Context: an optimization exercise on an open-source flow, tuned for small area and a short achievable clock period. The choices shown serve that exercise and are no tape-out recipe. No functional check of the RTL was part of this run. Power and IR drop assume default switching activity.

==> flow/design.v <==
`timescale 1ns / 1ps
module g_inv    (input a, output y);                  assign y = ~a;                             endmodule
module g_buf    (input a, output y);                  assign y = a;                              endmodule
module g_nand2  (input a, b, output y);               assign y = ~(a & b);                       endmodule
module g_nor2   (input a, b, output y);               assign y = ~(a | b);                       endmodule
module g_and2   (input a, b, output y);               assign y = a & b;                          endmodule
module g_or2    (input a, b, output y);               assign y = a | b;                          endmodule
module g_nand2b (input an, b, output y);              assign y = ~(~an & b);                     endmodule
module g_a21oi  (input a1, a2, b1, output y);         assign y = ~((a1 & a2) | b1);              endmodule
module g_o21ai  (input a1, a2, b1, output y);         assign y = ~((a1 | a2) & b1);              endmodule
module g_a21o   (input a1, a2, b1, output y);         assign y = (a1 & a2) | b1;                 endmodule
module g_o21a   (input a1, a2, b1, output y);         assign y = (a1 | a2) & b1;                 endmodule
module g_o22ai  (input a1, a2, b1, b2, output y);     assign y = ~((a1 | a2) & (b1 | b2));       endmodule
module g_xor2   (input a, b, output y);               assign y = a ^ b;                          endmodule
module g_xnor2  (input a, b, output y);               assign y = ~(a ^ b);                       endmodule
module g_mux2i  (input a0, a1, s, output y);          assign y = ~(s ? a1 : a0);                 endmodule
module g_nand3  (input a, b, c, output y);            assign y = ~(a & b & c);                   endmodule
module g_a31oi  (input a1, a2, a3, b1, output y);     assign y = ~((a1 & a2 & a3) | b1);         endmodule
`timescale 1ns / 1ps
module Nbit_ALU(r1, r2, r3, ALUop);
parameter n = 32;
input  [n-1:0] r2, r3;
input  [2:0]   ALUop;
output [n-1:0] r1;
wire x01;
g_xor2 u_x01 (.a(ALUop[0]), .b(ALUop[1]), .y(x01));
wire op1n;
g_inv u_op1n (.a(ALUop[1]), .y(op1n));
wire t0n_d;
g_mux2i u_t0n_d (.a0(ALUop[0]), .a1(ALUop[1]), .s(ALUop[2]), .y(t0n_d));
wire t0n_0;
g_buf u_t0n_0 (.a(t0n_d), .y(t0n_0));
wire t0n_1;
g_buf u_t0n_1 (.a(t0n_d), .y(t0n_1));
wire t1n_d;
g_mux2i u_t1n_d (.a0(x01), .a1(op1n), .s(ALUop[2]), .y(t1n_d));
wire t1n_0;
g_buf u_t1n_0 (.a(t1n_d), .y(t1n_0));
wire t1n_1;
g_buf u_t1n_1 (.a(t1n_d), .y(t1n_1));
wire esn_d;
g_o21a u_esn_d (.a1(ALUop[1]), .a2(ALUop[0]), .b1(ALUop[2]), .y(esn_d));
wire esn_0;
g_buf u_esn_0 (.a(esn_d), .y(esn_0));
wire esn_1;
g_buf u_esn_1 (.a(esn_d), .y(esn_1));
wire ecn_d;
g_nand2b u_ecn_d (.an(ALUop[1]), .b(ALUop[2]), .y(ecn_d));
wire ecn_0;
g_buf u_ecn_0 (.a(ecn_d), .y(ecn_0));
wire ecn_1;
g_buf u_ecn_1 (.a(ecn_d), .y(ecn_1));
wire enn_d;
g_nand2b u_enn_d (.an(ALUop[2]), .b(ALUop[1]), .y(enn_d));
wire enn_0;
g_buf u_enn_0 (.a(enn_d), .y(enn_0));
wire enn_1;
g_buf u_enn_1 (.a(enn_d), .y(enn_1));
wire en_d;
g_inv u_en_d (.a(enn_0), .y(en_d));
wire en_0;
g_buf u_en_0 (.a(en_d), .y(en_0));
wire en_1;
g_buf u_en_1 (.a(en_d), .y(en_1));
wire op01n;
g_nand2 u_op01n (.a(ALUop[0]), .b(ALUop[1]), .y(op01n));
wire sub;
g_nor2 u_sub (.a(ALUop[2]), .b(op01n), .y(sub));
wire op12n;
g_nand2 u_op12n (.a(ALUop[1]), .b(ALUop[2]), .y(op12n));
wire slt;
g_nor2 u_slt (.a(ALUop[0]), .b(op12n), .y(slt));
wire bb0;
g_mux2i u_bb0 (.a0(t0n_0), .a1(t1n_0), .s(r3[0]), .y(bb0));
wire gn0;
g_nand2 u_gn0 (.a(r2[0]), .b(bb0), .y(gn0));
wire tn0;
g_nor2 u_tn0 (.a(r2[0]), .b(bb0), .y(tn0));
wire pn0;
g_nand2b u_pn0 (.an(tn0), .b(gn0), .y(pn0));
wire y0;
g_o22ai u_y0 (.a1(gn0), .a2(ecn_0), .b1(pn0), .b2(esn_0), .y(y0));
wire bb1;
g_mux2i u_bb1 (.a0(t0n_0), .a1(t1n_0), .s(r3[1]), .y(bb1));
wire gn1;
g_nand2 u_gn1 (.a(r2[1]), .b(bb1), .y(gn1));
wire tn1;
g_nor2 u_tn1 (.a(r2[1]), .b(bb1), .y(tn1));
wire pn1;
g_nand2b u_pn1 (.an(tn1), .b(gn1), .y(pn1));
wire y1;
g_o22ai u_y1 (.a1(gn1), .a2(ecn_0), .b1(pn1), .b2(esn_0), .y(y1));
wire bb2;
g_mux2i u_bb2 (.a0(t0n_0), .a1(t1n_0), .s(r3[2]), .y(bb2));
wire gn2;
g_nand2 u_gn2 (.a(r2[2]), .b(bb2), .y(gn2));
wire tn2;
g_nor2 u_tn2 (.a(r2[2]), .b(bb2), .y(tn2));
wire pn2;
g_nand2b u_pn2 (.an(tn2), .b(gn2), .y(pn2));
wire y2;
g_o22ai u_y2 (.a1(gn2), .a2(ecn_0), .b1(pn2), .b2(esn_0), .y(y2));
wire bb3;
g_mux2i u_bb3 (.a0(t0n_0), .a1(t1n_0), .s(r3[3]), .y(bb3));
wire gn3;
g_nand2 u_gn3 (.a(r2[3]), .b(bb3), .y(gn3));
wire tn3;
g_nor2 u_tn3 (.a(r2[3]), .b(bb3), .y(tn3));
wire pn3;
g_nand2b u_pn3 (.an(tn3), .b(gn3), .y(pn3));
wire y3;
g_o22ai u_y3 (.a1(gn3), .a2(ecn_0), .b1(pn3), .b2(esn_0), .y(y3));
wire bb4;
g_mux2i u_bb4 (.a0(t0n_0), .a1(t1n_0), .s(r3[4]), .y(bb4));
wire gn4;
g_nand2 u_gn4 (.a(r2[4]), .b(bb4), .y(gn4));
wire tn4;
g_nor2 u_tn4 (.a(r2[4]), .b(bb4), .y(tn4));
wire pn4;
g_nand2b u_pn4 (.an(tn4), .b(gn4), .y(pn4));
wire y4;
g_o22ai u_y4 (.a1(gn4), .a2(ecn_0), .b1(pn4), .b2(esn_0), .y(y4));
wire bb5;
g_mux2i u_bb5 (.a0(t0n_0), .a1(t1n_0), .s(r3[5]), .y(bb5));
wire gn5;
g_nand2 u_gn5 (.a(r2[5]), .b(bb5), .y(gn5));
wire tn5;
g_nor2 u_tn5 (.a(r2[5]), .b(bb5), .y(tn5));
wire pn5;
g_nand2b u_pn5 (.an(tn5), .b(gn5), .y(pn5));
wire y5;
g_o22ai u_y5 (.a1(gn5), .a2(ecn_0), .b1(pn5), .b2(esn_0), .y(y5));
wire bb6;
g_mux2i u_bb6 (.a0(t0n_0), .a1(t1n_0), .s(r3[6]), .y(bb6));
wire gn6;
g_nand2 u_gn6 (.a(r2[6]), .b(bb6), .y(gn6));
wire tn6;
g_nor2 u_tn6 (.a(r2[6]), .b(bb6), .y(tn6));
wire pn6;
g_nand2b u_pn6 (.an(tn6), .b(gn6), .y(pn6));
wire y6;
g_o22ai u_y6 (.a1(gn6), .a2(ecn_0), .b1(pn6), .b2(esn_0), .y(y6));
wire bb7;
g_mux2i u_bb7 (.a0(t0n_0), .a1(t1n_0), .s(r3[7]), .y(bb7));
wire gn7;
g_nand2 u_gn7 (.a(r2[7]), .b(bb7), .y(gn7));
wire tn7;
g_nor2 u_tn7 (.a(r2[7]), .b(bb7), .y(tn7));
wire pn7;
g_nand2b u_pn7 (.an(tn7), .b(gn7), .y(pn7));
wire y7;
g_o22ai u_y7 (.a1(gn7), .a2(ecn_0), .b1(pn7), .b2(esn_0), .y(y7));
wire bb8;
g_mux2i u_bb8 (.a0(t0n_0), .a1(t1n_0), .s(r3[8]), .y(bb8));
wire gn8;
g_nand2 u_gn8 (.a(r2[8]), .b(bb8), .y(gn8));
wire tn8;
g_nor2 u_tn8 (.a(r2[8]), .b(bb8), .y(tn8));
wire pn8;
g_nand2b u_pn8 (.an(tn8), .b(gn8), .y(pn8));
wire y8;
g_o22ai u_y8 (.a1(gn8), .a2(ecn_0), .b1(pn8), .b2(esn_0), .y(y8));
wire bb9;
g_mux2i u_bb9 (.a0(t0n_0), .a1(t1n_0), .s(r3[9]), .y(bb9));
wire gn9;
g_nand2 u_gn9 (.a(r2[9]), .b(bb9), .y(gn9));
wire tn9;
g_nor2 u_tn9 (.a(r2[9]), .b(bb9), .y(tn9));
wire pn9;
g_nand2b u_pn9 (.an(tn9), .b(gn9), .y(pn9));
wire y9;
g_o22ai u_y9 (.a1(gn9), .a2(ecn_0), .b1(pn9), .b2(esn_0), .y(y9));
wire bb10;
g_mux2i u_bb10 (.a0(t0n_0), .a1(t1n_0), .s(r3[10]), .y(bb10));
wire gn10;
g_nand2 u_gn10 (.a(r2[10]), .b(bb10), .y(gn10));
wire tn10;
g_nor2 u_tn10 (.a(r2[10]), .b(bb10), .y(tn10));
wire pn10;
g_nand2b u_pn10 (.an(tn10), .b(gn10), .y(pn10));
wire y10;
g_o22ai u_y10 (.a1(gn10), .a2(ecn_0), .b1(pn10), .b2(esn_0), .y(y10));
wire bb11;
g_mux2i u_bb11 (.a0(t0n_0), .a1(t1n_0), .s(r3[11]), .y(bb11));
wire gn11;
g_nand2 u_gn11 (.a(r2[11]), .b(bb11), .y(gn11));
wire tn11;
g_nor2 u_tn11 (.a(r2[11]), .b(bb11), .y(tn11));
wire pn11;
g_nand2b u_pn11 (.an(tn11), .b(gn11), .y(pn11));
wire y11;
g_o22ai u_y11 (.a1(gn11), .a2(ecn_0), .b1(pn11), .b2(esn_0), .y(y11));
wire bb12;
g_mux2i u_bb12 (.a0(t0n_0), .a1(t1n_0), .s(r3[12]), .y(bb12));
wire gn12;
g_nand2 u_gn12 (.a(r2[12]), .b(bb12), .y(gn12));
wire tn12;
g_nor2 u_tn12 (.a(r2[12]), .b(bb12), .y(tn12));
wire pn12;
g_nand2b u_pn12 (.an(tn12), .b(gn12), .y(pn12));
wire y12;
g_o22ai u_y12 (.a1(gn12), .a2(ecn_0), .b1(pn12), .b2(esn_0), .y(y12));
wire bb13;
g_mux2i u_bb13 (.a0(t0n_0), .a1(t1n_0), .s(r3[13]), .y(bb13));
wire gn13;
g_nand2 u_gn13 (.a(r2[13]), .b(bb13), .y(gn13));
wire tn13;
g_nor2 u_tn13 (.a(r2[13]), .b(bb13), .y(tn13));
wire pn13;
g_nand2b u_pn13 (.an(tn13), .b(gn13), .y(pn13));
wire y13;
g_o22ai u_y13 (.a1(gn13), .a2(ecn_0), .b1(pn13), .b2(esn_0), .y(y13));
wire bb14;
g_mux2i u_bb14 (.a0(t0n_0), .a1(t1n_0), .s(r3[14]), .y(bb14));
wire gn14;
g_nand2 u_gn14 (.a(r2[14]), .b(bb14), .y(gn14));
wire tn14;
g_nor2 u_tn14 (.a(r2[14]), .b(bb14), .y(tn14));
wire pn14;
g_nand2b u_pn14 (.an(tn14), .b(gn14), .y(pn14));
wire y14;
g_o22ai u_y14 (.a1(gn14), .a2(ecn_0), .b1(pn14), .b2(esn_0), .y(y14));
wire bb15;
g_mux2i u_bb15 (.a0(t0n_0), .a1(t1n_0), .s(r3[15]), .y(bb15));
wire gn15;
g_nand2 u_gn15 (.a(r2[15]), .b(bb15), .y(gn15));
wire tn15;
g_nor2 u_tn15 (.a(r2[15]), .b(bb15), .y(tn15));
wire pn15;
g_nand2b u_pn15 (.an(tn15), .b(gn15), .y(pn15));
wire y15;
g_o22ai u_y15 (.a1(gn15), .a2(ecn_0), .b1(pn15), .b2(esn_0), .y(y15));
wire bb16;
g_mux2i u_bb16 (.a0(t0n_1), .a1(t1n_1), .s(r3[16]), .y(bb16));
wire gn16;
g_nand2 u_gn16 (.a(r2[16]), .b(bb16), .y(gn16));
wire tn16;
g_nor2 u_tn16 (.a(r2[16]), .b(bb16), .y(tn16));
wire pn16;
g_nand2b u_pn16 (.an(tn16), .b(gn16), .y(pn16));
wire y16;
g_o22ai u_y16 (.a1(gn16), .a2(ecn_1), .b1(pn16), .b2(esn_1), .y(y16));
wire bb17;
g_mux2i u_bb17 (.a0(t0n_1), .a1(t1n_1), .s(r3[17]), .y(bb17));
wire gn17;
g_nand2 u_gn17 (.a(r2[17]), .b(bb17), .y(gn17));
wire tn17;
g_nor2 u_tn17 (.a(r2[17]), .b(bb17), .y(tn17));
wire pn17;
g_nand2b u_pn17 (.an(tn17), .b(gn17), .y(pn17));
wire y17;
g_o22ai u_y17 (.a1(gn17), .a2(ecn_1), .b1(pn17), .b2(esn_1), .y(y17));
wire bb18;
g_mux2i u_bb18 (.a0(t0n_1), .a1(t1n_1), .s(r3[18]), .y(bb18));
wire gn18;
g_nand2 u_gn18 (.a(r2[18]), .b(bb18), .y(gn18));
wire tn18;
g_nor2 u_tn18 (.a(r2[18]), .b(bb18), .y(tn18));
wire pn18;
g_nand2b u_pn18 (.an(tn18), .b(gn18), .y(pn18));
wire y18;
g_o22ai u_y18 (.a1(gn18), .a2(ecn_1), .b1(pn18), .b2(esn_1), .y(y18));
wire bb19;
g_mux2i u_bb19 (.a0(t0n_1), .a1(t1n_1), .s(r3[19]), .y(bb19));
wire gn19;
g_nand2 u_gn19 (.a(r2[19]), .b(bb19), .y(gn19));
wire tn19;
g_nor2 u_tn19 (.a(r2[19]), .b(bb19), .y(tn19));
wire pn19;
g_nand2b u_pn19 (.an(tn19), .b(gn19), .y(pn19));
wire y19;
g_o22ai u_y19 (.a1(gn19), .a2(ecn_1), .b1(pn19), .b2(esn_1), .y(y19));
wire bb20;
g_mux2i u_bb20 (.a0(t0n_1), .a1(t1n_1), .s(r3[20]), .y(bb20));
wire gn20;
g_nand2 u_gn20 (.a(r2[20]), .b(bb20), .y(gn20));
wire tn20;
g_nor2 u_tn20 (.a(r2[20]), .b(bb20), .y(tn20));
wire pn20;
g_nand2b u_pn20 (.an(tn20), .b(gn20), .y(pn20));
wire y20;
g_o22ai u_y20 (.a1(gn20), .a2(ecn_1), .b1(pn20), .b2(esn_1), .y(y20));
wire bb21;
g_mux2i u_bb21 (.a0(t0n_1), .a1(t1n_1), .s(r3[21]), .y(bb21));
wire gn21;
g_nand2 u_gn21 (.a(r2[21]), .b(bb21), .y(gn21));
wire tn21;
g_nor2 u_tn21 (.a(r2[21]), .b(bb21), .y(tn21));
wire pn21;
g_nand2b u_pn21 (.an(tn21), .b(gn21), .y(pn21));
wire y21;
g_o22ai u_y21 (.a1(gn21), .a2(ecn_1), .b1(pn21), .b2(esn_1), .y(y21));
wire bb22;
g_mux2i u_bb22 (.a0(t0n_1), .a1(t1n_1), .s(r3[22]), .y(bb22));
wire gn22;
g_nand2 u_gn22 (.a(r2[22]), .b(bb22), .y(gn22));
wire tn22;
g_nor2 u_tn22 (.a(r2[22]), .b(bb22), .y(tn22));
wire pn22;
g_nand2b u_pn22 (.an(tn22), .b(gn22), .y(pn22));
wire y22;
g_o22ai u_y22 (.a1(gn22), .a2(ecn_1), .b1(pn22), .b2(esn_1), .y(y22));
wire bb23;
g_mux2i u_bb23 (.a0(t0n_1), .a1(t1n_1), .s(r3[23]), .y(bb23));
wire gn23;
g_nand2 u_gn23 (.a(r2[23]), .b(bb23), .y(gn23));
wire tn23;
g_nor2 u_tn23 (.a(r2[23]), .b(bb23), .y(tn23));
wire pn23;
g_nand2b u_pn23 (.an(tn23), .b(gn23), .y(pn23));
wire y23;
g_o22ai u_y23 (.a1(gn23), .a2(ecn_1), .b1(pn23), .b2(esn_1), .y(y23));
wire bb24;
g_mux2i u_bb24 (.a0(t0n_1), .a1(t1n_1), .s(r3[24]), .y(bb24));
wire gn24;
g_nand2 u_gn24 (.a(r2[24]), .b(bb24), .y(gn24));
wire tn24;
g_nor2 u_tn24 (.a(r2[24]), .b(bb24), .y(tn24));
wire pn24;
g_nand2b u_pn24 (.an(tn24), .b(gn24), .y(pn24));
wire y24;
g_o22ai u_y24 (.a1(gn24), .a2(ecn_1), .b1(pn24), .b2(esn_1), .y(y24));
wire bb25;
g_mux2i u_bb25 (.a0(t0n_1), .a1(t1n_1), .s(r3[25]), .y(bb25));
wire gn25;
g_nand2 u_gn25 (.a(r2[25]), .b(bb25), .y(gn25));
wire tn25;
g_nor2 u_tn25 (.a(r2[25]), .b(bb25), .y(tn25));
wire pn25;
g_nand2b u_pn25 (.an(tn25), .b(gn25), .y(pn25));
wire y25;
g_o22ai u_y25 (.a1(gn25), .a2(ecn_1), .b1(pn25), .b2(esn_1), .y(y25));
wire bb26;
g_mux2i u_bb26 (.a0(t0n_1), .a1(t1n_1), .s(r3[26]), .y(bb26));
wire gn26;
g_nand2 u_gn26 (.a(r2[26]), .b(bb26), .y(gn26));
wire tn26;
g_nor2 u_tn26 (.a(r2[26]), .b(bb26), .y(tn26));
wire pn26;
g_nand2b u_pn26 (.an(tn26), .b(gn26), .y(pn26));
wire y26;
g_o22ai u_y26 (.a1(gn26), .a2(ecn_1), .b1(pn26), .b2(esn_1), .y(y26));
wire bb27;
g_mux2i u_bb27 (.a0(t0n_1), .a1(t1n_1), .s(r3[27]), .y(bb27));
wire gn27;
g_nand2 u_gn27 (.a(r2[27]), .b(bb27), .y(gn27));
wire tn27;
g_nor2 u_tn27 (.a(r2[27]), .b(bb27), .y(tn27));
wire pn27;
g_nand2b u_pn27 (.an(tn27), .b(gn27), .y(pn27));
wire y27;
g_o22ai u_y27 (.a1(gn27), .a2(ecn_1), .b1(pn27), .b2(esn_1), .y(y27));
wire bb28;
g_mux2i u_bb28 (.a0(t0n_1), .a1(t1n_1), .s(r3[28]), .y(bb28));
wire gn28;
g_nand2 u_gn28 (.a(r2[28]), .b(bb28), .y(gn28));
wire tn28;
g_nor2 u_tn28 (.a(r2[28]), .b(bb28), .y(tn28));
wire pn28;
g_nand2b u_pn28 (.an(tn28), .b(gn28), .y(pn28));
wire y28;
g_o22ai u_y28 (.a1(gn28), .a2(ecn_1), .b1(pn28), .b2(esn_1), .y(y28));
wire bb29;
g_mux2i u_bb29 (.a0(t0n_1), .a1(t1n_1), .s(r3[29]), .y(bb29));
wire gn29;
g_nand2 u_gn29 (.a(r2[29]), .b(bb29), .y(gn29));
wire tn29;
g_nor2 u_tn29 (.a(r2[29]), .b(bb29), .y(tn29));
wire pn29;
g_nand2b u_pn29 (.an(tn29), .b(gn29), .y(pn29));
wire y29;
g_o22ai u_y29 (.a1(gn29), .a2(ecn_1), .b1(pn29), .b2(esn_1), .y(y29));
wire bb30;
g_mux2i u_bb30 (.a0(t0n_1), .a1(t1n_1), .s(r3[30]), .y(bb30));
wire gn30;
g_nand2 u_gn30 (.a(r2[30]), .b(bb30), .y(gn30));
wire tn30;
g_nor2 u_tn30 (.a(r2[30]), .b(bb30), .y(tn30));
wire pn30;
g_nand2b u_pn30 (.an(tn30), .b(gn30), .y(pn30));
wire y30;
g_o22ai u_y30 (.a1(gn30), .a2(ecn_1), .b1(pn30), .b2(esn_1), .y(y30));
wire bb31;
g_mux2i u_bb31 (.a0(t0n_1), .a1(t1n_1), .s(r3[31]), .y(bb31));
wire gn31;
g_nand2 u_gn31 (.a(r2[31]), .b(bb31), .y(gn31));
wire tn31;
g_nor2 u_tn31 (.a(r2[31]), .b(bb31), .y(tn31));
wire pn31;
g_nand2b u_pn31 (.an(tn31), .b(gn31), .y(pn31));
wire y31;
g_o22ai u_y31 (.a1(gn31), .a2(ecn_1), .b1(pn31), .b2(esn_1), .y(y31));
wire G0n;
g_o21a u_G0n (.a1(tn0), .a2(t0n_0), .b1(gn0), .y(G0n));
wire G1_1;
g_o21ai u_G1_1 (.a1(tn1), .a2(G0n), .b1(gn1), .y(G1_1));
wire G1_2;
g_o21ai u_G1_2 (.a1(tn2), .a2(gn1), .b1(gn2), .y(G1_2));
wire T1_2;
g_nor2 u_T1_2 (.a(tn2), .b(tn1), .y(T1_2));
wire G1_3;
g_o21ai u_G1_3 (.a1(tn3), .a2(gn2), .b1(gn3), .y(G1_3));
wire T1_3;
g_nor2 u_T1_3 (.a(tn3), .b(tn2), .y(T1_3));
wire G1_4;
g_o21ai u_G1_4 (.a1(tn4), .a2(gn3), .b1(gn4), .y(G1_4));
wire T1_4;
g_nor2 u_T1_4 (.a(tn4), .b(tn3), .y(T1_4));
wire G1_5;
g_o21ai u_G1_5 (.a1(tn5), .a2(gn4), .b1(gn5), .y(G1_5));
wire T1_5;
g_nor2 u_T1_5 (.a(tn5), .b(tn4), .y(T1_5));
wire G1_6;
g_o21ai u_G1_6 (.a1(tn6), .a2(gn5), .b1(gn6), .y(G1_6));
wire T1_6;
g_nor2 u_T1_6 (.a(tn6), .b(tn5), .y(T1_6));
wire G1_7;
g_o21ai u_G1_7 (.a1(tn7), .a2(gn6), .b1(gn7), .y(G1_7));
wire T1_7;
g_nor2 u_T1_7 (.a(tn7), .b(tn6), .y(T1_7));
wire G1_8;
g_o21ai u_G1_8 (.a1(tn8), .a2(gn7), .b1(gn8), .y(G1_8));
wire T1_8;
g_nor2 u_T1_8 (.a(tn8), .b(tn7), .y(T1_8));
wire G1_9;
g_o21ai u_G1_9 (.a1(tn9), .a2(gn8), .b1(gn9), .y(G1_9));
wire T1_9;
g_nor2 u_T1_9 (.a(tn9), .b(tn8), .y(T1_9));
wire G1_10;
g_o21ai u_G1_10 (.a1(tn10), .a2(gn9), .b1(gn10), .y(G1_10));
wire T1_10;
g_nor2 u_T1_10 (.a(tn10), .b(tn9), .y(T1_10));
wire G1_11;
g_o21ai u_G1_11 (.a1(tn11), .a2(gn10), .b1(gn11), .y(G1_11));
wire T1_11;
g_nor2 u_T1_11 (.a(tn11), .b(tn10), .y(T1_11));
wire G1_12;
g_o21ai u_G1_12 (.a1(tn12), .a2(gn11), .b1(gn12), .y(G1_12));
wire T1_12;
g_nor2 u_T1_12 (.a(tn12), .b(tn11), .y(T1_12));
wire G1_13;
g_o21ai u_G1_13 (.a1(tn13), .a2(gn12), .b1(gn13), .y(G1_13));
wire T1_13;
g_nor2 u_T1_13 (.a(tn13), .b(tn12), .y(T1_13));
wire G1_14;
g_o21ai u_G1_14 (.a1(tn14), .a2(gn13), .b1(gn14), .y(G1_14));
wire T1_14;
g_nor2 u_T1_14 (.a(tn14), .b(tn13), .y(T1_14));
wire G1_15;
g_o21ai u_G1_15 (.a1(tn15), .a2(gn14), .b1(gn15), .y(G1_15));
wire T1_15;
g_nor2 u_T1_15 (.a(tn15), .b(tn14), .y(T1_15));
wire G1_16;
g_o21ai u_G1_16 (.a1(tn16), .a2(gn15), .b1(gn16), .y(G1_16));
wire T1_16;
g_nor2 u_T1_16 (.a(tn16), .b(tn15), .y(T1_16));
wire G1_17;
g_o21ai u_G1_17 (.a1(tn17), .a2(gn16), .b1(gn17), .y(G1_17));
wire T1_17;
g_nor2 u_T1_17 (.a(tn17), .b(tn16), .y(T1_17));
wire G1_18;
g_o21ai u_G1_18 (.a1(tn18), .a2(gn17), .b1(gn18), .y(G1_18));
wire T1_18;
g_nor2 u_T1_18 (.a(tn18), .b(tn17), .y(T1_18));
wire G1_19;
g_o21ai u_G1_19 (.a1(tn19), .a2(gn18), .b1(gn19), .y(G1_19));
wire T1_19;
g_nor2 u_T1_19 (.a(tn19), .b(tn18), .y(T1_19));
wire G1_20;
g_o21ai u_G1_20 (.a1(tn20), .a2(gn19), .b1(gn20), .y(G1_20));
wire T1_20;
g_nor2 u_T1_20 (.a(tn20), .b(tn19), .y(T1_20));
wire G1_21;
g_o21ai u_G1_21 (.a1(tn21), .a2(gn20), .b1(gn21), .y(G1_21));
wire T1_21;
g_nor2 u_T1_21 (.a(tn21), .b(tn20), .y(T1_21));
wire G1_22;
g_o21ai u_G1_22 (.a1(tn22), .a2(gn21), .b1(gn22), .y(G1_22));
wire T1_22;
g_nor2 u_T1_22 (.a(tn22), .b(tn21), .y(T1_22));
wire G1_23;
g_o21ai u_G1_23 (.a1(tn23), .a2(gn22), .b1(gn23), .y(G1_23));
wire T1_23;
g_nor2 u_T1_23 (.a(tn23), .b(tn22), .y(T1_23));
wire G1_24;
g_o21ai u_G1_24 (.a1(tn24), .a2(gn23), .b1(gn24), .y(G1_24));
wire T1_24;
g_nor2 u_T1_24 (.a(tn24), .b(tn23), .y(T1_24));
wire G1_25;
g_o21ai u_G1_25 (.a1(tn25), .a2(gn24), .b1(gn25), .y(G1_25));
wire T1_25;
g_nor2 u_T1_25 (.a(tn25), .b(tn24), .y(T1_25));
wire G1_26;
g_o21ai u_G1_26 (.a1(tn26), .a2(gn25), .b1(gn26), .y(G1_26));
wire T1_26;
g_nor2 u_T1_26 (.a(tn26), .b(tn25), .y(T1_26));
wire G1_27;
g_o21ai u_G1_27 (.a1(tn27), .a2(gn26), .b1(gn27), .y(G1_27));
wire T1_27;
g_nor2 u_T1_27 (.a(tn27), .b(tn26), .y(T1_27));
wire G1_28;
g_o21ai u_G1_28 (.a1(tn28), .a2(gn27), .b1(gn28), .y(G1_28));
wire T1_28;
g_nor2 u_T1_28 (.a(tn28), .b(tn27), .y(T1_28));
wire G1_29;
g_o21ai u_G1_29 (.a1(tn29), .a2(gn28), .b1(gn29), .y(G1_29));
wire T1_29;
g_nor2 u_T1_29 (.a(tn29), .b(tn28), .y(T1_29));
wire G1_30;
g_o21ai u_G1_30 (.a1(tn30), .a2(gn29), .b1(gn30), .y(G1_30));
wire T1_30;
g_nor2 u_T1_30 (.a(tn30), .b(tn29), .y(T1_30));
wire n_G0n;
g_inv u_n_G0n (.a(G0n), .y(n_G0n));
wire G2_2;
g_a21oi u_G2_2 (.a1(T1_2), .a2(n_G0n), .b1(G1_2), .y(G2_2));
wire G2_3;
g_a21oi u_G2_3 (.a1(T1_3), .a2(G1_1), .b1(G1_3), .y(G2_3));
wire G2_4;
g_a21oi u_G2_4 (.a1(T1_4), .a2(G1_2), .b1(G1_4), .y(G2_4));
wire T2_4;
g_nand2 u_T2_4 (.a(T1_4), .b(T1_2), .y(T2_4));
wire G2_5;
g_a21oi u_G2_5 (.a1(T1_5), .a2(G1_3), .b1(G1_5), .y(G2_5));
wire T2_5;
g_nand2 u_T2_5 (.a(T1_5), .b(T1_3), .y(T2_5));
wire G2_6;
g_a21oi u_G2_6 (.a1(T1_6), .a2(G1_4), .b1(G1_6), .y(G2_6));
wire T2_6;
g_nand2 u_T2_6 (.a(T1_6), .b(T1_4), .y(T2_6));
wire G2_7;
g_a21oi u_G2_7 (.a1(T1_7), .a2(G1_5), .b1(G1_7), .y(G2_7));
wire T2_7;
g_nand2 u_T2_7 (.a(T1_7), .b(T1_5), .y(T2_7));
wire G2_8;
g_a21oi u_G2_8 (.a1(T1_8), .a2(G1_6), .b1(G1_8), .y(G2_8));
wire T2_8;
g_nand2 u_T2_8 (.a(T1_8), .b(T1_6), .y(T2_8));
wire G2_9;
g_a21oi u_G2_9 (.a1(T1_9), .a2(G1_7), .b1(G1_9), .y(G2_9));
wire T2_9;
g_nand2 u_T2_9 (.a(T1_9), .b(T1_7), .y(T2_9));
wire G2_10;
g_a21oi u_G2_10 (.a1(T1_10), .a2(G1_8), .b1(G1_10), .y(G2_10));
wire T2_10;
g_nand2 u_T2_10 (.a(T1_10), .b(T1_8), .y(T2_10));
wire G2_11;
g_a21oi u_G2_11 (.a1(T1_11), .a2(G1_9), .b1(G1_11), .y(G2_11));
wire T2_11;
g_nand2 u_T2_11 (.a(T1_11), .b(T1_9), .y(T2_11));
wire G2_12;
g_a21oi u_G2_12 (.a1(T1_12), .a2(G1_10), .b1(G1_12), .y(G2_12));
wire T2_12;
g_nand2 u_T2_12 (.a(T1_12), .b(T1_10), .y(T2_12));
wire G2_13;
g_a21oi u_G2_13 (.a1(T1_13), .a2(G1_11), .b1(G1_13), .y(G2_13));
wire T2_13;
g_nand2 u_T2_13 (.a(T1_13), .b(T1_11), .y(T2_13));
wire G2_14;
g_a21oi u_G2_14 (.a1(T1_14), .a2(G1_12), .b1(G1_14), .y(G2_14));
wire T2_14;
g_nand2 u_T2_14 (.a(T1_14), .b(T1_12), .y(T2_14));
wire G2_15;
g_a21oi u_G2_15 (.a1(T1_15), .a2(G1_13), .b1(G1_15), .y(G2_15));
wire T2_15;
g_nand2 u_T2_15 (.a(T1_15), .b(T1_13), .y(T2_15));
wire G2_16;
g_a21oi u_G2_16 (.a1(T1_16), .a2(G1_14), .b1(G1_16), .y(G2_16));
wire T2_16;
g_nand2 u_T2_16 (.a(T1_16), .b(T1_14), .y(T2_16));
wire G2_17;
g_a21oi u_G2_17 (.a1(T1_17), .a2(G1_15), .b1(G1_17), .y(G2_17));
wire T2_17;
g_nand2 u_T2_17 (.a(T1_17), .b(T1_15), .y(T2_17));
wire G2_18;
g_a21oi u_G2_18 (.a1(T1_18), .a2(G1_16), .b1(G1_18), .y(G2_18));
wire T2_18;
g_nand2 u_T2_18 (.a(T1_18), .b(T1_16), .y(T2_18));
wire G2_19;
g_a21oi u_G2_19 (.a1(T1_19), .a2(G1_17), .b1(G1_19), .y(G2_19));
wire T2_19;
g_nand2 u_T2_19 (.a(T1_19), .b(T1_17), .y(T2_19));
wire G2_20;
g_a21oi u_G2_20 (.a1(T1_20), .a2(G1_18), .b1(G1_20), .y(G2_20));
wire T2_20;
g_nand2 u_T2_20 (.a(T1_20), .b(T1_18), .y(T2_20));
wire G2_21;
g_a21oi u_G2_21 (.a1(T1_21), .a2(G1_19), .b1(G1_21), .y(G2_21));
wire T2_21;
g_nand2 u_T2_21 (.a(T1_21), .b(T1_19), .y(T2_21));
wire G2_22;
g_a21oi u_G2_22 (.a1(T1_22), .a2(G1_20), .b1(G1_22), .y(G2_22));
wire T2_22;
g_nand2 u_T2_22 (.a(T1_22), .b(T1_20), .y(T2_22));
wire G2_23;
g_a21oi u_G2_23 (.a1(T1_23), .a2(G1_21), .b1(G1_23), .y(G2_23));
wire T2_23;
g_nand2 u_T2_23 (.a(T1_23), .b(T1_21), .y(T2_23));
wire G2_24;
g_a21oi u_G2_24 (.a1(T1_24), .a2(G1_22), .b1(G1_24), .y(G2_24));
wire T2_24;
g_nand2 u_T2_24 (.a(T1_24), .b(T1_22), .y(T2_24));
wire G2_25;
g_a21oi u_G2_25 (.a1(T1_25), .a2(G1_23), .b1(G1_25), .y(G2_25));
wire T2_25;
g_nand2 u_T2_25 (.a(T1_25), .b(T1_23), .y(T2_25));
wire G2_26;
g_a21oi u_G2_26 (.a1(T1_26), .a2(G1_24), .b1(G1_26), .y(G2_26));
wire T2_26;
g_nand2 u_T2_26 (.a(T1_26), .b(T1_24), .y(T2_26));
wire G2_27;
g_a21oi u_G2_27 (.a1(T1_27), .a2(G1_25), .b1(G1_27), .y(G2_27));
wire T2_27;
g_nand2 u_T2_27 (.a(T1_27), .b(T1_25), .y(T2_27));
wire G2_28;
g_a21oi u_G2_28 (.a1(T1_28), .a2(G1_26), .b1(G1_28), .y(G2_28));
wire T2_28;
g_nand2 u_T2_28 (.a(T1_28), .b(T1_26), .y(T2_28));
wire G2_29;
g_a21oi u_G2_29 (.a1(T1_29), .a2(G1_27), .b1(G1_29), .y(G2_29));
wire T2_29;
g_nand2 u_T2_29 (.a(T1_29), .b(T1_27), .y(T2_29));
wire G2_30;
g_a21oi u_G2_30 (.a1(T1_30), .a2(G1_28), .b1(G1_30), .y(G2_30));
wire T2_30;
g_nand2 u_T2_30 (.a(T1_30), .b(T1_28), .y(T2_30));
wire G3_4;
g_o21ai u_G3_4 (.a1(T2_4), .a2(G0n), .b1(G2_4), .y(G3_4));
wire n_G1_1;
g_inv u_n_G1_1 (.a(G1_1), .y(n_G1_1));
wire G3_5;
g_o21ai u_G3_5 (.a1(T2_5), .a2(n_G1_1), .b1(G2_5), .y(G3_5));
wire G3_6;
g_o21ai u_G3_6 (.a1(T2_6), .a2(G2_2), .b1(G2_6), .y(G3_6));
wire G3_7;
g_o21ai u_G3_7 (.a1(T2_7), .a2(G2_3), .b1(G2_7), .y(G3_7));
wire G3_8;
g_o21ai u_G3_8 (.a1(T2_8), .a2(G2_4), .b1(G2_8), .y(G3_8));
wire T3_8;
g_nor2 u_T3_8 (.a(T2_8), .b(T2_4), .y(T3_8));
wire G3_9;
g_o21ai u_G3_9 (.a1(T2_9), .a2(G2_5), .b1(G2_9), .y(G3_9));
wire T3_9;
g_nor2 u_T3_9 (.a(T2_9), .b(T2_5), .y(T3_9));
wire G3_10;
g_o21ai u_G3_10 (.a1(T2_10), .a2(G2_6), .b1(G2_10), .y(G3_10));
wire T3_10;
g_nor2 u_T3_10 (.a(T2_10), .b(T2_6), .y(T3_10));
wire G3_11;
g_o21ai u_G3_11 (.a1(T2_11), .a2(G2_7), .b1(G2_11), .y(G3_11));
wire T3_11;
g_nor2 u_T3_11 (.a(T2_11), .b(T2_7), .y(T3_11));
wire G3_12;
g_o21ai u_G3_12 (.a1(T2_12), .a2(G2_8), .b1(G2_12), .y(G3_12));
wire T3_12;
g_nor2 u_T3_12 (.a(T2_12), .b(T2_8), .y(T3_12));
wire G3_13;
g_o21ai u_G3_13 (.a1(T2_13), .a2(G2_9), .b1(G2_13), .y(G3_13));
wire T3_13;
g_nor2 u_T3_13 (.a(T2_13), .b(T2_9), .y(T3_13));
wire G3_14;
g_o21ai u_G3_14 (.a1(T2_14), .a2(G2_10), .b1(G2_14), .y(G3_14));
wire T3_14;
g_nor2 u_T3_14 (.a(T2_14), .b(T2_10), .y(T3_14));
wire G3_15;
g_o21ai u_G3_15 (.a1(T2_15), .a2(G2_11), .b1(G2_15), .y(G3_15));
wire T3_15;
g_nor2 u_T3_15 (.a(T2_15), .b(T2_11), .y(T3_15));
wire G3_16;
g_o21ai u_G3_16 (.a1(T2_16), .a2(G2_12), .b1(G2_16), .y(G3_16));
wire T3_16;
g_nor2 u_T3_16 (.a(T2_16), .b(T2_12), .y(T3_16));
wire G3_17;
g_o21ai u_G3_17 (.a1(T2_17), .a2(G2_13), .b1(G2_17), .y(G3_17));
wire T3_17;
g_nor2 u_T3_17 (.a(T2_17), .b(T2_13), .y(T3_17));
wire G3_18;
g_o21ai u_G3_18 (.a1(T2_18), .a2(G2_14), .b1(G2_18), .y(G3_18));
wire T3_18;
g_nor2 u_T3_18 (.a(T2_18), .b(T2_14), .y(T3_18));
wire G3_19;
g_o21ai u_G3_19 (.a1(T2_19), .a2(G2_15), .b1(G2_19), .y(G3_19));
wire T3_19;
g_nor2 u_T3_19 (.a(T2_19), .b(T2_15), .y(T3_19));
wire G3_20;
g_o21ai u_G3_20 (.a1(T2_20), .a2(G2_16), .b1(G2_20), .y(G3_20));
wire T3_20;
g_nor2 u_T3_20 (.a(T2_20), .b(T2_16), .y(T3_20));
wire G3_21;
g_o21ai u_G3_21 (.a1(T2_21), .a2(G2_17), .b1(G2_21), .y(G3_21));
wire T3_21;
g_nor2 u_T3_21 (.a(T2_21), .b(T2_17), .y(T3_21));
wire G3_22;
g_o21ai u_G3_22 (.a1(T2_22), .a2(G2_18), .b1(G2_22), .y(G3_22));
wire T3_22;
g_nor2 u_T3_22 (.a(T2_22), .b(T2_18), .y(T3_22));
wire G3_23;
g_o21ai u_G3_23 (.a1(T2_23), .a2(G2_19), .b1(G2_23), .y(G3_23));
wire T3_23;
g_nor2 u_T3_23 (.a(T2_23), .b(T2_19), .y(T3_23));
wire G3_24;
g_o21ai u_G3_24 (.a1(T2_24), .a2(G2_20), .b1(G2_24), .y(G3_24));
wire T3_24;
g_nor2 u_T3_24 (.a(T2_24), .b(T2_20), .y(T3_24));
wire G3_25;
g_o21ai u_G3_25 (.a1(T2_25), .a2(G2_21), .b1(G2_25), .y(G3_25));
wire T3_25;
g_nor2 u_T3_25 (.a(T2_25), .b(T2_21), .y(T3_25));
wire G3_26;
g_o21ai u_G3_26 (.a1(T2_26), .a2(G2_22), .b1(G2_26), .y(G3_26));
wire T3_26;
g_nor2 u_T3_26 (.a(T2_26), .b(T2_22), .y(T3_26));
wire G3_27;
g_o21ai u_G3_27 (.a1(T2_27), .a2(G2_23), .b1(G2_27), .y(G3_27));
wire T3_27;
g_nor2 u_T3_27 (.a(T2_27), .b(T2_23), .y(T3_27));
wire G3_28;
g_o21ai u_G3_28 (.a1(T2_28), .a2(G2_24), .b1(G2_28), .y(G3_28));
wire T3_28;
g_nor2 u_T3_28 (.a(T2_28), .b(T2_24), .y(T3_28));
wire G3_29;
g_o21ai u_G3_29 (.a1(T2_29), .a2(G2_25), .b1(G2_29), .y(G3_29));
wire T3_29;
g_nor2 u_T3_29 (.a(T2_29), .b(T2_25), .y(T3_29));
wire G3_30;
g_o21ai u_G3_30 (.a1(T2_30), .a2(G2_26), .b1(G2_30), .y(G3_30));
wire T3_30;
g_nor2 u_T3_30 (.a(T2_30), .b(T2_26), .y(T3_30));
wire G4_8;
g_a21oi u_G4_8 (.a1(T3_8), .a2(n_G0n), .b1(G3_8), .y(G4_8));
wire G4_9;
g_a21oi u_G4_9 (.a1(T3_9), .a2(G1_1), .b1(G3_9), .y(G4_9));
wire n_G2_2;
g_inv u_n_G2_2 (.a(G2_2), .y(n_G2_2));
wire G4_10;
g_a21oi u_G4_10 (.a1(T3_10), .a2(n_G2_2), .b1(G3_10), .y(G4_10));
wire n_G2_3;
g_inv u_n_G2_3 (.a(G2_3), .y(n_G2_3));
wire G4_11;
g_a21oi u_G4_11 (.a1(T3_11), .a2(n_G2_3), .b1(G3_11), .y(G4_11));
wire G4_12;
g_a21oi u_G4_12 (.a1(T3_12), .a2(G3_4), .b1(G3_12), .y(G4_12));
wire G4_13;
g_a21oi u_G4_13 (.a1(T3_13), .a2(G3_5), .b1(G3_13), .y(G4_13));
wire G4_14;
g_a21oi u_G4_14 (.a1(T3_14), .a2(G3_6), .b1(G3_14), .y(G4_14));
wire G4_15;
g_a21oi u_G4_15 (.a1(T3_15), .a2(G3_7), .b1(G3_15), .y(G4_15));
wire G4_16;
g_a21oi u_G4_16 (.a1(T3_16), .a2(G3_8), .b1(G3_16), .y(G4_16));
wire T4_16;
g_nand2 u_T4_16 (.a(T3_16), .b(T3_8), .y(T4_16));
wire G4_17;
g_a21oi u_G4_17 (.a1(T3_17), .a2(G3_9), .b1(G3_17), .y(G4_17));
wire T4_17;
g_nand2 u_T4_17 (.a(T3_17), .b(T3_9), .y(T4_17));
wire G4_18;
g_a21oi u_G4_18 (.a1(T3_18), .a2(G3_10), .b1(G3_18), .y(G4_18));
wire T4_18;
g_nand2 u_T4_18 (.a(T3_18), .b(T3_10), .y(T4_18));
wire G4_19;
g_a21oi u_G4_19 (.a1(T3_19), .a2(G3_11), .b1(G3_19), .y(G4_19));
wire T4_19;
g_nand2 u_T4_19 (.a(T3_19), .b(T3_11), .y(T4_19));
wire G4_20;
g_a21oi u_G4_20 (.a1(T3_20), .a2(G3_12), .b1(G3_20), .y(G4_20));
wire T4_20;
g_nand2 u_T4_20 (.a(T3_20), .b(T3_12), .y(T4_20));
wire G4_21;
g_a21oi u_G4_21 (.a1(T3_21), .a2(G3_13), .b1(G3_21), .y(G4_21));
wire T4_21;
g_nand2 u_T4_21 (.a(T3_21), .b(T3_13), .y(T4_21));
wire G4_22;
g_a21oi u_G4_22 (.a1(T3_22), .a2(G3_14), .b1(G3_22), .y(G4_22));
wire T4_22;
g_nand2 u_T4_22 (.a(T3_22), .b(T3_14), .y(T4_22));
wire G4_23;
g_a21oi u_G4_23 (.a1(T3_23), .a2(G3_15), .b1(G3_23), .y(G4_23));
wire T4_23;
g_nand2 u_T4_23 (.a(T3_23), .b(T3_15), .y(T4_23));
wire G4_24;
g_a21oi u_G4_24 (.a1(T3_24), .a2(G3_16), .b1(G3_24), .y(G4_24));
wire T4_24;
g_nand2 u_T4_24 (.a(T3_24), .b(T3_16), .y(T4_24));
wire G4_25;
g_a21oi u_G4_25 (.a1(T3_25), .a2(G3_17), .b1(G3_25), .y(G4_25));
wire T4_25;
g_nand2 u_T4_25 (.a(T3_25), .b(T3_17), .y(T4_25));
wire G4_26;
g_a21oi u_G4_26 (.a1(T3_26), .a2(G3_18), .b1(G3_26), .y(G4_26));
wire T4_26;
g_nand2 u_T4_26 (.a(T3_26), .b(T3_18), .y(T4_26));
wire G4_27;
g_a21oi u_G4_27 (.a1(T3_27), .a2(G3_19), .b1(G3_27), .y(G4_27));
wire T4_27;
g_nand2 u_T4_27 (.a(T3_27), .b(T3_19), .y(T4_27));
wire G4_28;
g_a21oi u_G4_28 (.a1(T3_28), .a2(G3_20), .b1(G3_28), .y(G4_28));
wire T4_28;
g_nand2 u_T4_28 (.a(T3_28), .b(T3_20), .y(T4_28));
wire G4_29;
g_a21oi u_G4_29 (.a1(T3_29), .a2(G3_21), .b1(G3_29), .y(G4_29));
wire T4_29;
g_nand2 u_T4_29 (.a(T3_29), .b(T3_21), .y(T4_29));
wire G4_30;
g_a21oi u_G4_30 (.a1(T3_30), .a2(G3_22), .b1(G3_30), .y(G4_30));
wire T4_30;
g_nand2 u_T4_30 (.a(T3_30), .b(T3_22), .y(T4_30));
wire G5_16;
g_o21ai u_G5_16 (.a1(T4_16), .a2(G0n), .b1(G4_16), .y(G5_16));
wire G5_17;
g_o21ai u_G5_17 (.a1(T4_17), .a2(n_G1_1), .b1(G4_17), .y(G5_17));
wire G5_18;
g_o21ai u_G5_18 (.a1(T4_18), .a2(G2_2), .b1(G4_18), .y(G5_18));
wire G5_19;
g_o21ai u_G5_19 (.a1(T4_19), .a2(G2_3), .b1(G4_19), .y(G5_19));
wire n_G3_4;
g_inv u_n_G3_4 (.a(G3_4), .y(n_G3_4));
wire G5_20;
g_o21ai u_G5_20 (.a1(T4_20), .a2(n_G3_4), .b1(G4_20), .y(G5_20));
wire n_G3_5;
g_inv u_n_G3_5 (.a(G3_5), .y(n_G3_5));
wire G5_21;
g_o21ai u_G5_21 (.a1(T4_21), .a2(n_G3_5), .b1(G4_21), .y(G5_21));
wire n_G3_6;
g_inv u_n_G3_6 (.a(G3_6), .y(n_G3_6));
wire G5_22;
g_o21ai u_G5_22 (.a1(T4_22), .a2(n_G3_6), .b1(G4_22), .y(G5_22));
wire n_G3_7;
g_inv u_n_G3_7 (.a(G3_7), .y(n_G3_7));
wire G5_23;
g_o21ai u_G5_23 (.a1(T4_23), .a2(n_G3_7), .b1(G4_23), .y(G5_23));
wire G5_24;
g_o21ai u_G5_24 (.a1(T4_24), .a2(G4_8), .b1(G4_24), .y(G5_24));
wire G5_25;
g_o21ai u_G5_25 (.a1(T4_25), .a2(G4_9), .b1(G4_25), .y(G5_25));
wire G5_26;
g_o21ai u_G5_26 (.a1(T4_26), .a2(G4_10), .b1(G4_26), .y(G5_26));
wire G5_27;
g_o21ai u_G5_27 (.a1(T4_27), .a2(G4_11), .b1(G4_27), .y(G5_27));
wire G5_28;
g_o21ai u_G5_28 (.a1(T4_28), .a2(G4_12), .b1(G4_28), .y(G5_28));
wire G5_29;
g_o21ai u_G5_29 (.a1(T4_29), .a2(G4_13), .b1(G4_29), .y(G5_29));
wire G5_30;
g_o21ai u_G5_30 (.a1(T4_30), .a2(G4_14), .b1(G4_30), .y(G5_30));
wire k1;
g_nor2 u_k1 (.a(G0n), .b(enn_0), .y(k1));
g_xor2 u_r1 (.a(y1), .b(k1), .y(r1[1]));
wire kn2;
g_nand2 u_kn2 (.a(G1_1), .b(en_0), .y(kn2));
g_xnor2 u_r2 (.a(y2), .b(kn2), .y(r1[2]));
wire k3;
g_nor2 u_k3 (.a(G2_2), .b(enn_0), .y(k3));
g_xor2 u_r3 (.a(y3), .b(k3), .y(r1[3]));
wire k4;
g_nor2 u_k4 (.a(G2_3), .b(enn_0), .y(k4));
g_xor2 u_r4 (.a(y4), .b(k4), .y(r1[4]));
wire kn5;
g_nand2 u_kn5 (.a(G3_4), .b(en_0), .y(kn5));
g_xnor2 u_r5 (.a(y5), .b(kn5), .y(r1[5]));
wire kn6;
g_nand2 u_kn6 (.a(G3_5), .b(en_0), .y(kn6));
g_xnor2 u_r6 (.a(y6), .b(kn6), .y(r1[6]));
wire kn7;
g_nand2 u_kn7 (.a(G3_6), .b(en_0), .y(kn7));
g_xnor2 u_r7 (.a(y7), .b(kn7), .y(r1[7]));
wire kn8;
g_nand2 u_kn8 (.a(G3_7), .b(en_0), .y(kn8));
g_xnor2 u_r8 (.a(y8), .b(kn8), .y(r1[8]));
wire k9;
g_nor2 u_k9 (.a(G4_8), .b(enn_0), .y(k9));
g_xor2 u_r9 (.a(y9), .b(k9), .y(r1[9]));
wire k10;
g_nor2 u_k10 (.a(G4_9), .b(enn_0), .y(k10));
g_xor2 u_r10 (.a(y10), .b(k10), .y(r1[10]));
wire k11;
g_nor2 u_k11 (.a(G4_10), .b(enn_0), .y(k11));
g_xor2 u_r11 (.a(y11), .b(k11), .y(r1[11]));
wire k12;
g_nor2 u_k12 (.a(G4_11), .b(enn_0), .y(k12));
g_xor2 u_r12 (.a(y12), .b(k12), .y(r1[12]));
wire k13;
g_nor2 u_k13 (.a(G4_12), .b(enn_0), .y(k13));
g_xor2 u_r13 (.a(y13), .b(k13), .y(r1[13]));
wire k14;
g_nor2 u_k14 (.a(G4_13), .b(enn_0), .y(k14));
g_xor2 u_r14 (.a(y14), .b(k14), .y(r1[14]));
wire k15;
g_nor2 u_k15 (.a(G4_14), .b(enn_0), .y(k15));
g_xor2 u_r15 (.a(y15), .b(k15), .y(r1[15]));
wire k16;
g_nor2 u_k16 (.a(G4_15), .b(enn_1), .y(k16));
g_xor2 u_r16 (.a(y16), .b(k16), .y(r1[16]));
wire kn17;
g_nand2 u_kn17 (.a(G5_16), .b(en_1), .y(kn17));
g_xnor2 u_r17 (.a(y17), .b(kn17), .y(r1[17]));
wire kn18;
g_nand2 u_kn18 (.a(G5_17), .b(en_1), .y(kn18));
g_xnor2 u_r18 (.a(y18), .b(kn18), .y(r1[18]));
wire kn19;
g_nand2 u_kn19 (.a(G5_18), .b(en_1), .y(kn19));
g_xnor2 u_r19 (.a(y19), .b(kn19), .y(r1[19]));
wire kn20;
g_nand2 u_kn20 (.a(G5_19), .b(en_1), .y(kn20));
g_xnor2 u_r20 (.a(y20), .b(kn20), .y(r1[20]));
wire kn21;
g_nand2 u_kn21 (.a(G5_20), .b(en_1), .y(kn21));
g_xnor2 u_r21 (.a(y21), .b(kn21), .y(r1[21]));
wire kn22;
g_nand2 u_kn22 (.a(G5_21), .b(en_1), .y(kn22));
g_xnor2 u_r22 (.a(y22), .b(kn22), .y(r1[22]));
wire kn23;
g_nand2 u_kn23 (.a(G5_22), .b(en_1), .y(kn23));
g_xnor2 u_r23 (.a(y23), .b(kn23), .y(r1[23]));
wire kn24;
g_nand2 u_kn24 (.a(G5_23), .b(en_1), .y(kn24));
g_xnor2 u_r24 (.a(y24), .b(kn24), .y(r1[24]));
wire kn25;
g_nand2 u_kn25 (.a(G5_24), .b(en_1), .y(kn25));
g_xnor2 u_r25 (.a(y25), .b(kn25), .y(r1[25]));
wire kn26;
g_nand2 u_kn26 (.a(G5_25), .b(en_1), .y(kn26));
g_xnor2 u_r26 (.a(y26), .b(kn26), .y(r1[26]));
wire kn27;
g_nand2 u_kn27 (.a(G5_26), .b(en_1), .y(kn27));
g_xnor2 u_r27 (.a(y27), .b(kn27), .y(r1[27]));
wire kn28;
g_nand2 u_kn28 (.a(G5_27), .b(en_1), .y(kn28));
g_xnor2 u_r28 (.a(y28), .b(kn28), .y(r1[28]));
wire kn29;
g_nand2 u_kn29 (.a(G5_28), .b(en_1), .y(kn29));
g_xnor2 u_r29 (.a(y29), .b(kn29), .y(r1[29]));
wire kn30;
g_nand2 u_kn30 (.a(G5_29), .b(en_1), .y(kn30));
g_xnor2 u_r30 (.a(y30), .b(kn30), .y(r1[30]));
wire kn31;
g_nand2 u_kn31 (.a(G5_30), .b(en_1), .y(kn31));
g_xnor2 u_r31 (.a(y31), .b(kn31), .y(r1[31]));
wire x31n;
g_xor2 u_x31n (.a(pn31), .b(G5_30), .y(x31n));
wire z0n;
g_xnor2 u_z0n (.a(y0), .b(sub), .y(z0n));
g_mux2i u_r0 (.a0(z0n), .a1(x31n), .s(slt), .y(r1[0]));
endmodule
`timescale 1ns / 1ps
module dff(q, d, clk);
input		d, clk;       
output reg	q;            
always @(posedge clk)
q<=d;
endmodule
`timescale 1ns / 1ps
module Nbit_Register(outo, ino, clk);
parameter n = 32;
input [n-1:0] ino;
output [n-1:0] outo;
input clk;
genvar i;
generate
for (i = 0; i < n; i = i + 1) begin: registerblk
dff Dflipflop(.q(outo[i]) , .d(ino[i]), .clk(clk) );
end
endgenerate
endmodule
`timescale 1ns / 1ps
module Nbit_ALU_Register (r2, r3, ALUop, r0, clk);
parameter n = 32;
input[n-1:0] r2, r3;
input[2:0] ALUop;
input clk;
output [n-1:0] r0;
wire[n-1:0] r1;
Nbit_ALU #(n) alu1 (.r1(r1), .r2(r2), .r3(r3), .ALUop(ALUop) );
Nbit_Register #(n) reg1 (.outo(r0), .ino(r1), .clk(clk) );
endmodule
==> flow/flow/run.sh <==
#!/bin/bash
# Standard ORFS layout; the only change is the cell used to buffer the ports
# (a plain buf_1 instead of the delay buffer buffer_ports picks by default).
set -euo pipefail
export BUFFER_PORTS_ARGS="-buffer_cell sky130_fd_sc_hd__buf_1"
bash standard.sh > standard.log 2>&1
==> flow/standard.sh <==
#!/bin/bash
# synth_recipe.tcl (not shown) runs the flow's synth.tcl, then flattens the netlist and writes it again
# the make line also repeats each setting of config.mk as NAME=value (left out here)
make -C /OpenROAD-flow-scripts/flow DESIGN_CONFIG=/design/flow/config.mk WORK_HOME=/design/flow/orfs CLKGATE_MAP_FILE= SYNTH_SCRIPT=/design/flow/synth_recipe.tcl "${@:-finish}"
==> flow/config.mk <==
export PLATFORM = sky130hd
export DESIGN_NAME = Nbit_ALU_Register
export DESIGN_NICKNAME = Nbit_ALU_Register
export VERILOG_FILES = /design/flow/design.v
export SDC_FILE = /design/flow/constraint.sdc
export NUM_CORES = 4
export LEC_CHECK = 0
export CAP_MARGIN = 20
export CORE_MARGIN = 2
export CORE_UTILIZATION = 40
export SLEW_MARGIN = 20
export SYNTH_HIERARCHICAL = 1
export SYNTH_MINIMUM_KEEP_SIZE = 0
==> flow/constraint.sdc <==
create_clock -name core_clock -period 15.5 [get_ports {clk}]
set_input_delay 3.1000 -clock core_clock [delete_from_list [all_inputs] [get_ports {clk}]]
set_output_delay 3.1000 -clock core_clock [all_outputs]
set_load 0.01 [all_outputs]
==> out/qor.yml <==
nets: 674
multi_input_area_um2: 2620
final.setup.tns_ns: 0
ctsHtreeMaxLevel: 2
worst_pin_slew_ns: 0.683
drtIter0Drc: 241
cts_made_buffers: 5
grt_max_degree: 34
rsz0062_at_grt: "false"
clk_pin_slew_ns: 0.07
slew_viol_final: 0
cts_tree: "done"
wl_per_cell_um: 15.1
synth.top_cell.area_share_pct: 18.9
seq_area_um2: 641
syn_area_um2: 3380
stdcell_area_um2: 3910
drc: 0
ys.flop_type: "dfxtp_1"
clock.fmax_ghz: 0.179
cpMaxStageDelayCell: "o21ai_1"
grt_pass1_wl_mm: 16.9
path_cells: "buf_1 > xor2_1 > mux2i_2 > buf_4 > mux2i_1 > nor2_1 > o21a_1 > o21ai_1 > inv_1 > o21ai_1 > a21oi_2 > o21ai_1 > nand2_1 > xnor2_1"
critPathMaxStageDelay_ns: 0.43
fin_crit_sh_pct: 36.0
cts-root-buf: "clkbuf_8"
ant_nets: 0
syn_area_per_cell_um2: 6.66
fp.dieW_um: 96.0
cts_setup_buffers: 0
die_area_um2: 9210
path_class: "in2reg"
diodes: 0
areaGrowthSynthToFinish_pct: 15.6
hold_viol: 0
pin_count: 100
grt_pass1_vias: 3533
setup_viol: 0
hp-start: "r2[31]"
hold_class: "in2reg"
die_h_um: 96.0
syn-num-nets: 576
outcome: "timing/DRC/antenna clean"
cp.arrival_ns: 5.76
drive_above_1_share_pct: 10.6
ys.warnings.count: 7
end_kind: "flop"
wl_mm: 10.7
slew_headroom_pct: 54.4
yosysTopAreaCell: "dfxtp_1"
num_rows: 33
hpwl_mm: 8.55
path_depth: 14
cpMostUsedCell: "o21ai_1"
critPathRequiredTime_ns: 15.68
io_buffer_count: 99
cellPowerDensity_nw_per_um2: 93.5
num-fill-cells: 932
synth_edf_count: 0
leakage_nw: 1.54
cts_resized: 0
postSynth.asyncResetShare_pct: 0
viasPerCell: 5.32
clockBufferDepth: 2
cap_violations: 0
grt-ovfl-total: 0
synth.most_common_cell: "nor2_1"
start_kind: "primary input"
startpoint: "ALUop[1]"
cts.sinks: 32
track_usage_pct: 23.5
synth_common_cells: "97 x nor2_1, 96 x nand2_1, 72 x o21ai_1, 52 x a21oi_2, 35 x mux2i_1"
period_needed_ns: 5.58
ys_seq_area_share_pct: 18.9
initial_core_util_pct: 41.2
antenna_found_initial: 0
postCtsHoldBufs: 0
placed_area_um2: 3830
largest_reg_flops: 32
synthTopCellsByArea: "dfxtp_1 19%, a21oi_2 13%, nor2_1 11%, o21ai_1 11%, nand2_1 11%"
reg.largest.list: "reg1.registerblk.Dflipflop.q (32)"
coreArea_um2: 8220
crit_family: "compound AO/OA/AOI/OAI gates"
vias: 3784
synth_seq_cells: 32
dr.pass1.iters: 6
endpoint: "reg1.registerblk[30].Dflipflop.q"
gp_congestion: 0.963
synth_cells: 508
crit_buf_inv: 3
ir_worst_vdd_uv: 30.5
path_max_fanout: 32
max_flop_register: "reg1.registerblk.Dflipflop.q"
synth_cell_type_count: 13
[per-layer routing]
metal / share of wire (%) / wire [um] / global-route usage (%)
met5: 0 / 0 / 0
met4: 3.0 / 321 / 9.88
met1: 47 / 5050 / 30.7
met3: 5.9 / 638 / 3.13
met2: 44 / 4730 / 38.8
[placed cells by master, fill, tap and decap left out]
cell type	synthesis	routed
buf_1	0	99
nor2_1	97	97
nand2_1	96	96
o21ai_1	72	72
a21oi_2	52	52
nand2b_1	34	34
mux2i_1	35	33
o22ai_1	32	32
dfxtp_1	32	32
xnor2_1	21	21
xor2_1	13	13
inv_1	10	10
clkbuf_8	0	5
buf_4	12	4
o21a_1	2	2
mux2i_2	0	2
clkinv_2	0	1
clkbuf_1	0	1
[Yosys stat by module (local to each module, per instance), a selection]
module	flip-flops and latches	times used
g_mux2i	0	35
g_xor2	0	13
g_xnor2	0	21
g_o21a	0	2
g_buf	0	12
g_nand2b	0	34
g_o22ai	0	32
g_o21ai	0	72
g_inv	0	10
g_nand2	0	96
g_nor2	0	97
[final cells by class]
type | instances | area share (%)
Inverter | 10 | 0.959
Sequential cell | 32 | 16.4
Multi-Input combinational cell | 454 | 67.1
Timing Repair Buffer | 103 | 10.3
Clock buffer | 6 | 1.85
Clock inverter | 1 | 0.128
Tap cell | 105 | 3.36
[metrics by stage]
step	setup WS, ns	utilization (%)	hold WS (ns)	total power, mW	instances
6_report	9.92	47.6	3.21	0.366	711
5_1_grt	9.70	47.6	3.28	0.393	711
4_1_cts	9.90	47.6	3.21	0.367	711
3_5_place_dp	9.60	46.7	3.49	0.303	704
3_3_place_gp	9.74	46.7	3.49	0.303	704
2_1_floorplan	10.48	-	3.28	0.251	508
[where the power goes]
group | switching (mW) | internal, mW | leakage (nW)
Clock | 0.0328 | 0.0305 | 0.0410
Sequential | 0.00467 | 0.101 | 0.270
Combinational | 0.128 | 0.0685 | 1.23
Total | 0.166 | 0.200 | 1.54
[worst min path at each step]
stage	slack, ns	to	cells after the start
3_5_place_dp	3.49	r0[20]	1
6_report	3.21	reg1.registerblk[31].Dflipflop.q	4
5_1_grt	3.28	reg1.registerblk[31].Dflipflop.q	4
4_1_cts	3.21	reg1.registerblk[31].Dflipflop.q	4
3_3_place_gp	3.49	r0[12]	1
2_1_floorplan	3.28	reg1.registerblk[0].Dflipflop.q	2
[kinds of logic after synthesis]
| logic type | synth area share (%) |
|---|---|
| XOR/XNOR | 8.80 |
| buffers and inverters | 3.77 |
| flip-flops | 18.9 |
| AO/OA/AOI/OAI | 30.5 |
| AND/OR/NAND/NOR | 27.7 |
| multiplexers | 10.4 |
[tightest hold or removal path, stage by stage]
cell     delay, ns
buf_1         0.08
nand2_1       0.08
o22ai_1       0.09
xnor2_1       0.13

-- re-timing with driven ports --
Ports are ideal in the flow. The routed layout listed here was re-timed in OpenROAD. Step 1 (the two cells are an assumption about what drives the block):
set clk [get_ports {clk}]
set_driving_cell -lib_cell sky130_fd_sc_hd__clkbuf_16 $clk
set_driving_cell -lib_cell sky130_fd_sc_hd__buf_2 [delete_from_list [all_inputs] $clk]
Step 2 also shifts input and output timing later by t, the mid clock arrival at the registers, as if the neighbouring blocks saw the same clock. Three values: no drivers, after step 1, after step 2; two values: the first two.
t (ns): 0.323
setup slack, ns: 9.923 / 9.932 / 9.609
hold WS [ns]: 3.209 / 3.198 / 3.503
worst slew at a driven data input, ns: 0.04
pins driven straight from the clock port: 1
After both steps setup and hold are still met in this run. The setup slack of this run moves by +0.009 ns with the drivers and by -0.314 ns with both steps.
